This is an optimization exercise on Yosys and OpenROAD, whose aim is small area and a short achievable clock period, not a production implementation. In this exercise RTL edits were held to simulation tests only and were not proved equivalent to the original. No activity file was given, so power comes from the tool's default toggle rates.

**design.v**
```verilog
module alu(
	input[31:0] data1,
	input[31:0] data2,
	input[5:0] alu_ctr,
	input[31:0] instruction,
	output reg zero,
	output reg[31:0] alu_result
);
always @(*)
begin
	alu_result=0;  
	case(alu_ctr)
		1:alu_result=data1+data2;
		2:alu_result=data1-data2;
		3:alu_result=data1<<data2;
		4:alu_result=data1>>data2;
		5:alu_result=data1<data2?1:0;
		6:alu_result=data1^data2;
		7:alu_result=data1|data2;
		8:alu_result=data1&data2;
		9:alu_result=data1+data2;
		10:alu_result=data1^data2;
		11:alu_result=data1|data2;
		12:alu_result=data1&data2;
		13:alu_result=data1<<data2;
		14:alu_result=data1>>data2;
		15:alu_result=data1+data2;
		16:alu_result=data1+{instruction[31:25],instruction[11:7]};
		17:alu_result=data1-data2;
		18:alu_result={instruction[31:12],12'h0};
	endcase
end
always @(*)
begin
	if(alu_result) zero=0;
	else zero=1;
end
endmodule
module decoder(
	input[31:0] instruction,
	output reg [5:0] alu_ctr, 
	output reg alusrc,
	output reg memwrite,
	output reg regwrite,
	output reg memtoreg,
	output reg branch,
	output reg memread
);
wire [6:0] opcode=instruction[6:0];
wire [2:0] f3=instruction[14:12];
wire [6:0] f7=instruction[31:25];
always@(*)
begin
	alu_ctr=0;
	alusrc=0;
	memwrite=0;
	regwrite=0;
	memtoreg=0;
	branch=0;
	memread=0;
	case(opcode)
		7'b0110011: 
		begin
			alusrc=0;
			memtoreg=0;
			regwrite=1;
			memwrite=0;
			branch=0;
			memread=0;
			case(f7)
				7'b0000000:
					case(f3)
						3'b000:alu_ctr=1; 
						3'b001:alu_ctr=3; 
						3'b101:alu_ctr=4; 
						3'b010:alu_ctr=5; 
						3'b100:alu_ctr=6; 
						3'b110:alu_ctr=7; 
						3'b111:alu_ctr=8; 
					endcase
				7'b0100000:
					case(f3)
						3'b000:alu_ctr=2; 
					endcase
			endcase		
		end
		7'b0010011: 
			begin
				alusrc=1;
				memtoreg=0;
				regwrite=1;
				memwrite=0;
				branch=0;
				memread=0;
				case(f3)
					3'b000:alu_ctr=9; 
					3'b100:alu_ctr=10; 
					3'b110:alu_ctr=11; 
					3'b111:alu_ctr=12; 
					3'b001:alu_ctr=13; 
					3'b101:alu_ctr=14; 
				endcase
			end
		7'b0000011: 
			begin
				alusrc=1;
				memtoreg=1;
				regwrite=1;
				memwrite=0;
				branch=0;
				memread=1;
				case(f3)
					3'b011:alu_ctr=15; 
				endcase
			end
		7'b0100011: 
			begin
				regwrite=0;
				memwrite=1;
				branch=0;
				memread=0;
				case(f3)
					3'b010:alu_ctr=16; 
				endcase
			end
		7'b1100011: 
			begin
				alusrc=0;
				regwrite=0;
				memwrite=0;
				branch=1;
				memread=0;	
				case(f3)
					3'b000:alu_ctr=17; 
				endcase
			end
		7'b0110111: 
			begin
				memtoreg=0;
				regwrite=1;
				memwrite=0;
				branch=0;
				memread=0;
				alu_ctr=18; 
			end
	endcase
end
endmodule
module riscv(       
	input clk,       
	input reset,
	output [31:0] iram_addr,
	input  [31:0] iram_data,
	output dram_read,
	output dram_write,
	output [31:0] dram_addr,
	output [31:0] dram_data_out,
	input  [31:0] dram_data_in
);
reg [31:0] pc;
reg [31:0] registers [0:31];  
assign iram_addr = pc;
wire [31:0] instruction= iram_data;
wire [5:0] alu_ctr;
wire zero;
wire alusrc;
wire [31:0]alu_result;
wire memwrite;
wire regwrite;
wire memtoreg;
wire memread;
wire branch;
decoder decoder1(.instruction(instruction),
					.alu_ctr(alu_ctr),
					.alusrc(alusrc),
					.memwrite(memwrite),
					.memread(memread),
					.regwrite(regwrite),
					.memtoreg(memtoreg),
					.branch(branch)
					);
wire [31:0] rs1_val = (instruction[19:15]==5'd0) ? 32'd0 : registers[instruction[19:15]];
wire [31:0] rs2_val = (instruction[24:20]==5'd0) ? 32'd0 : registers[instruction[24:20]];
alu alu1(.data1(rs1_val),
			.data2(alusrc ? {20'd0,instruction[31:20]} : rs2_val), 
			.alu_ctr(alu_ctr),
			.zero(zero),
			.alu_result(alu_result),
			.instruction(instruction)
			);
assign dram_addr=alu_result;
assign dram_data_out=rs2_val;
assign dram_write=memwrite;
assign dram_read=memread;
always@(posedge clk) 
begin
	if(regwrite && instruction[11:7]!=5'd0) begin
		registers[instruction[11:7]]<=memtoreg?dram_data_in:alu_result;
	end
end
always@(posedge clk) 
begin
	if(reset) pc<=0;
	else if(branch&&zero) pc<=pc+{20'd0,instruction[31],instruction[7],instruction[30:25],instruction[11:8]};
	else pc<=pc+1;
end
endmodule
```
**run.sh**
```bash
#!/bin/bash
# synth_recipe.tcl (not shown) runs the flow's synth.tcl, then flattens the netlist and writes it again
# the make line also repeats each setting of config.mk as NAME=value (left out here)
make -C /OpenROAD-flow-scripts/flow DESIGN_CONFIG=/design/flow/config.mk WORK_HOME=/design/flow/orfs CLKGATE_MAP_FILE= SYNTH_SCRIPT=/design/flow/synth_recipe.tcl finish
```
**config.mk**
```make
export PLATFORM = sky130hd
export DESIGN_NAME = riscv
export DESIGN_NICKNAME = riscv
export VERILOG_FILES = /design/flow/design.v
export SDC_FILE = /design/flow/constraint.sdc
export NUM_CORES = 4
export LEC_CHECK = 0
export CAP_MARGIN = 20
export CORE_MARGIN = 2
export CORE_UTILIZATION = 40
export SLEW_MARGIN = 20
```
**constraint.sdc**
```tcl
create_clock -name core_clock -period 12.0 [get_ports {clk}]
set_input_delay 2.4000 -clock core_clock [delete_from_list [all_inputs] [get_ports {clk}]]
set_output_delay 2.4000 -clock core_clock [all_outputs]
set_load 0.01 [all_outputs]
```
==> results.txt <==
-- area by class of cell --
class	count	area, µm²	share of cell area (%)
repair buffers	882	7700	10.6
flip-flops and latches	1055	31400	43.0
inverters	111	417	0.571
diodes	8	20.0	0.0275
clock inverters	70	747	1.02
multi-input cells	3101	27200	37.3
clock buffers	136	2940	4.03
well taps	2016	2520	3.46
-- cells in the mapped netlist, drive strengths merged (11+ instances only) --
cell,number
mux2i,447
and3,37
nand2,229
nor3,66
a221oi,39
nor2,259
a21oi,149
a31oi,73
a32oi,15
o21ai,136
or3,28
o22ai,40
a222oi,11
ha,139
o221ai,24
o211ai,33
o21bai,12
a22oi,240
a21o,28
or2,13
xor2,23
nor2b,38
o32ai,19
mux2,72
and2,22
clkbuf,132
o31ai,23
inv,109
a211oi,36
edfxtp,1023
o21a,15
nor4,31
and4,24
nand2b,27
a211o,19
nand3,134
nor3b,13
nand4,39
mux4,284
xnor2,39
dfxtp,32
a21boi,13
buf,188
a22o,49
-- cell usage in the layout, fill, tap and decap left out, types with 31 or more instances in the layout --
cell type        synthesis  routed
dfxtp_1                 32      32
mux4_2                 284     284
mux2_2                  71      71
nand4_1                 39      39
clkdlybuf4s50_1          0     157
a211oi_1                35      34
a31oi_1                 73      71
a22oi_1                240     240
o211ai_1                33      33
nor2b_1                 37      31
nand3_1                134     134
xnor2_1                 39      39
clkbuf_16                0     114
o22ai_1                 39      38
ha_1                   139     139
nand2_1                229     229
buf_4                   27     666
nor2_1                 258     223
nor2_4                   0      34
mux2i_1                447     447
a22o_1                  49      49
edfxtp_1              1023    1023
a21oi_1                149     148
a221oi_1                37      36
nor3_1                  65      61
inv_1                  106     106
o21ai_0                125     122
buf_12                   0      52
conb_1                   1      31
and3_1                  37      37
-- worst max-delay path: stages --
cell and delay [ns]:
buf_8 0.19, buf_12 0.25, buf_12 0.24, buf_12 0.30, buf_12 0.38, mux4_2 0.55
a22o_1 0.23, a31oi_1 0.38, a21oi_1 0.26, a2111oi_0 0.48, o2111a_1 0.35, and4_1 0.41
nand2_1 0.26, buf_4 0.27, o311ai_0 0.60, buf_4 0.23, a221oi_1 0.04, buf_4 0.16
o21ai_1 0.16, buf_4 0.35, clkdlybuf4s50_1 0.60
-- sequential cells by signal, summed over array words and instances, names as in the netlist --
name / cells
pc: 32
registers: 1023
-- where the power goes --
group | switching [W] | total, W | internal (W) | leakage, nW
Sequential | 0.00000472 | 0.00404 | 0.00403 | 10.1
Combinational | 0.00133 | 0.00217 | 0.000843 | 15.3
Clock | 0.00152 | 0.00354 | 0.00202 | 1.80
-- worst paths after layout --
path	startpoint	to	slack, ns	cells past startpoint
setup reg to reg	registers[28][2]	pc[22]	2.35	40
setup / recovery	iram_data[20]	dram_addr[28]	0.33	21
hold reg to reg	pc[31]	pc[31]	0.50	2
hold / removal	pc[31]	pc[31]	0.50	2
-- through the flow --
stage                     cell area [µm²]  std cells  setup WS, ns
after floorplan                     60400       4587         0.791
after global placement              69100       7161        -0.425
after detailed placement            69100       7161        -0.373
after CTS                           72800       7367         0.330
after global routing                72900       7371       0.00848
final                               72900       7379         0.329
-- repair_timing --
item / 4_1_cts / 5_1_grt
gates resized for setup: 0 / 8
setup buffers: 0 / 4
endpoints found under the setup margin: 0 / 10
endpoints found under the hold margin: 0 / 0
-- routing by layer --
layer / wire length (µm) / share of wire [%] / GRT usage, %
met5: 69 / 0.025 / 0
met3: 31500 / 11 / 9.00
met2: 122000 / 44 / 54.0
met4: 19000 / 6.9 / 21.2
met1: 103000 / 37 / 45.3
-- cell families after synthesis --
logic type | after synthesis
AOI/OAI and AO/OA | 1066
and+or+nand+nor | 997
muxes | 803
adders and majority gates | 142
xor gates and xnor gates | 62
other | 1
DFF | 1055
buffers and inverters | 431
==> results.py <==
metrics = {
    "global_routing": {
        "grt-ovfl-total": 0,
        "antenna_found_initial": 21,
        "grt_pass1_vias": 46700,
        "grtUsageTotal_pct": 35.3,
        "grt_pass1_wl_um": 375000,
        "grt_max_degree": 63,
    },
    "sta": {
        "min_period_ns": 11.67,
        "rsz0062_at_grt": "false",
        "clock_skew_ns": 0.0630,
        "slew_headroom_pct": 26.9,
        "finalCritPeriodShare_pct": 97.3,
        "drv_slew": 0,
        "worst_hold_slack_ns": 0.499,
        "worstMarginPinSlew_ns": 1.10,
        "setup_viol": 0,
        "fmax_mhz": 85.7,
        "tns_ns": 0,
        "finalHoldViolations": 0,
    },
    "route": {
        "drc": 0,
        "num_vias": 49000,
        "wl_per_cell_um": 37.4,
        "viasPerCell": 6.64,
        "firstDrtPassIters": 6,
        "ant_nets": 0,
        "drt-initial-drc-count": 7000,
        "wl_um": 276000,
    },
    "logic_synthesis": {
        "ys_warn_count": 3,
        "synth_seq_cells": 1055,
        "synth_simple_gate_area_share_pct": 8.31,
        "synth.largest_area_cell": "edfxtp_1",
        "synthAdderAreaFrac_pct": 2.99,
        "synth-edff-count": 1023,
        "yosys.area_share.xor_xnor_pct": 0.901,
        "yosysUniqueCellTypes": 102,
        "synthCells": 4557,
        "syn_avg_cell_area_um2": 13.2,
        "synthMuxAreaShare_pct": 19.4,
        "synth_compound_area_share_pct": 12.7,
        "synth_flop_cell": "edfxtp_1",
        "synth_top_family_by_area": "multiplexers",
        "synth.cell_area_mm2": 0.0603,
        "async_reset_ff_share_pct": 0,
        "yosysSeqAreaShare_pct": 52.0,
        "synthTopCellsByArea": "edfxtp_1, mux4_2, mux2i_1",
        "synth_top_area_share_pct": 51.0,
    },
    "setup_path": {
        "critPathLaunchType": "primary input",
        "arrival_ns": 9.27,
        "cp.required_ns": 9.60,
        "critPathKind": "primary input to output pin",
        "cp_max_fo": 52,
        "worstSetupEndpointType": "output pin",
    },
    "finish": {
        "final_util_pct": 48.7,
        "drive_above_1_share_pct": 25.2,
        "area_growth_pct": 21.0,
        "fill_cells": 13100,
        "fin_nets": 5472,
    },
    "clock_tree": {
        "clock_sinks": 1055,
        "cts_buffer_depth": 3,
        "tritoncts": "built",
        "cts-hold-fix-buffers": 0,
        "clk_latency_ns": 0.77,
        "cts_buffers": 113,
        "htreeDepth": 3,
        "clkTransAtPathRegs_ns": 0.06,
        "cts_root_buffer": "clkbuf_16",
    },
    "die": {
        "die_h_um": 392,
        "die_x_um": 392,
        "start_util_pct": 40.2,
        "die_area_mm2": 0.154,
        "rows": 142,
        "core_area_mm2": 0.150,
        "io_pins": 164,
    },
    "power": {
        "ir_worst_vdd_v": 0.000117,
        "power_w": 0.00975,
        "leakagePower_nw": 27.3,
        "cellPowerDensity_mw_per_mm2": 134,
    },
    "placement": {
        "numPortBuffers": 163,
        "gp_congestion": 1.04,
        "dp_hpwl_um": 191000,
    },
    "worst_hold_path": {
        "holdCritPathClass": "flip-flop to flip-flop",
    },
    "job": {
        "drv_cap": 0,
    },
    "outcome": {
        "status": "no timing/DRC/antenna violations",
    },
}

[port drivers added, routing unchanged]
No port has a modelled driver above. Below, the same layout with a new extraction and two added sets of constraints.
Step 1 (the two cells are an assumption about what drives the block):
set clk [get_ports {clk}]
set_driving_cell -lib_cell sky130_fd_sc_hd__clkbuf_16 $clk
set_driving_cell -lib_cell sky130_fd_sc_hd__buf_2 [delete_from_list [all_inputs] $clk]
Step 2 also shifts input and output timing later by t, the mid clock arrival at the registers, as if the neighbouring blocks saw the same clock.
Three values: ideal, step 1, step 2; two values: the first two.
t (ns): 0.825
setup slack, ns: 0.329 / 0.274 / -0.147
worst setup path after step 2: input to register
slew at the worst register clock pin (ns): 0.07 / 0.07
worst data-port slew with drivers (ns): 0.11
With both steps, setup timing fails in this run, where it was met with ideal ports. For this run, drivers alone change the setup slack by -0.055 ns; drivers and shift together by -0.476 ns.
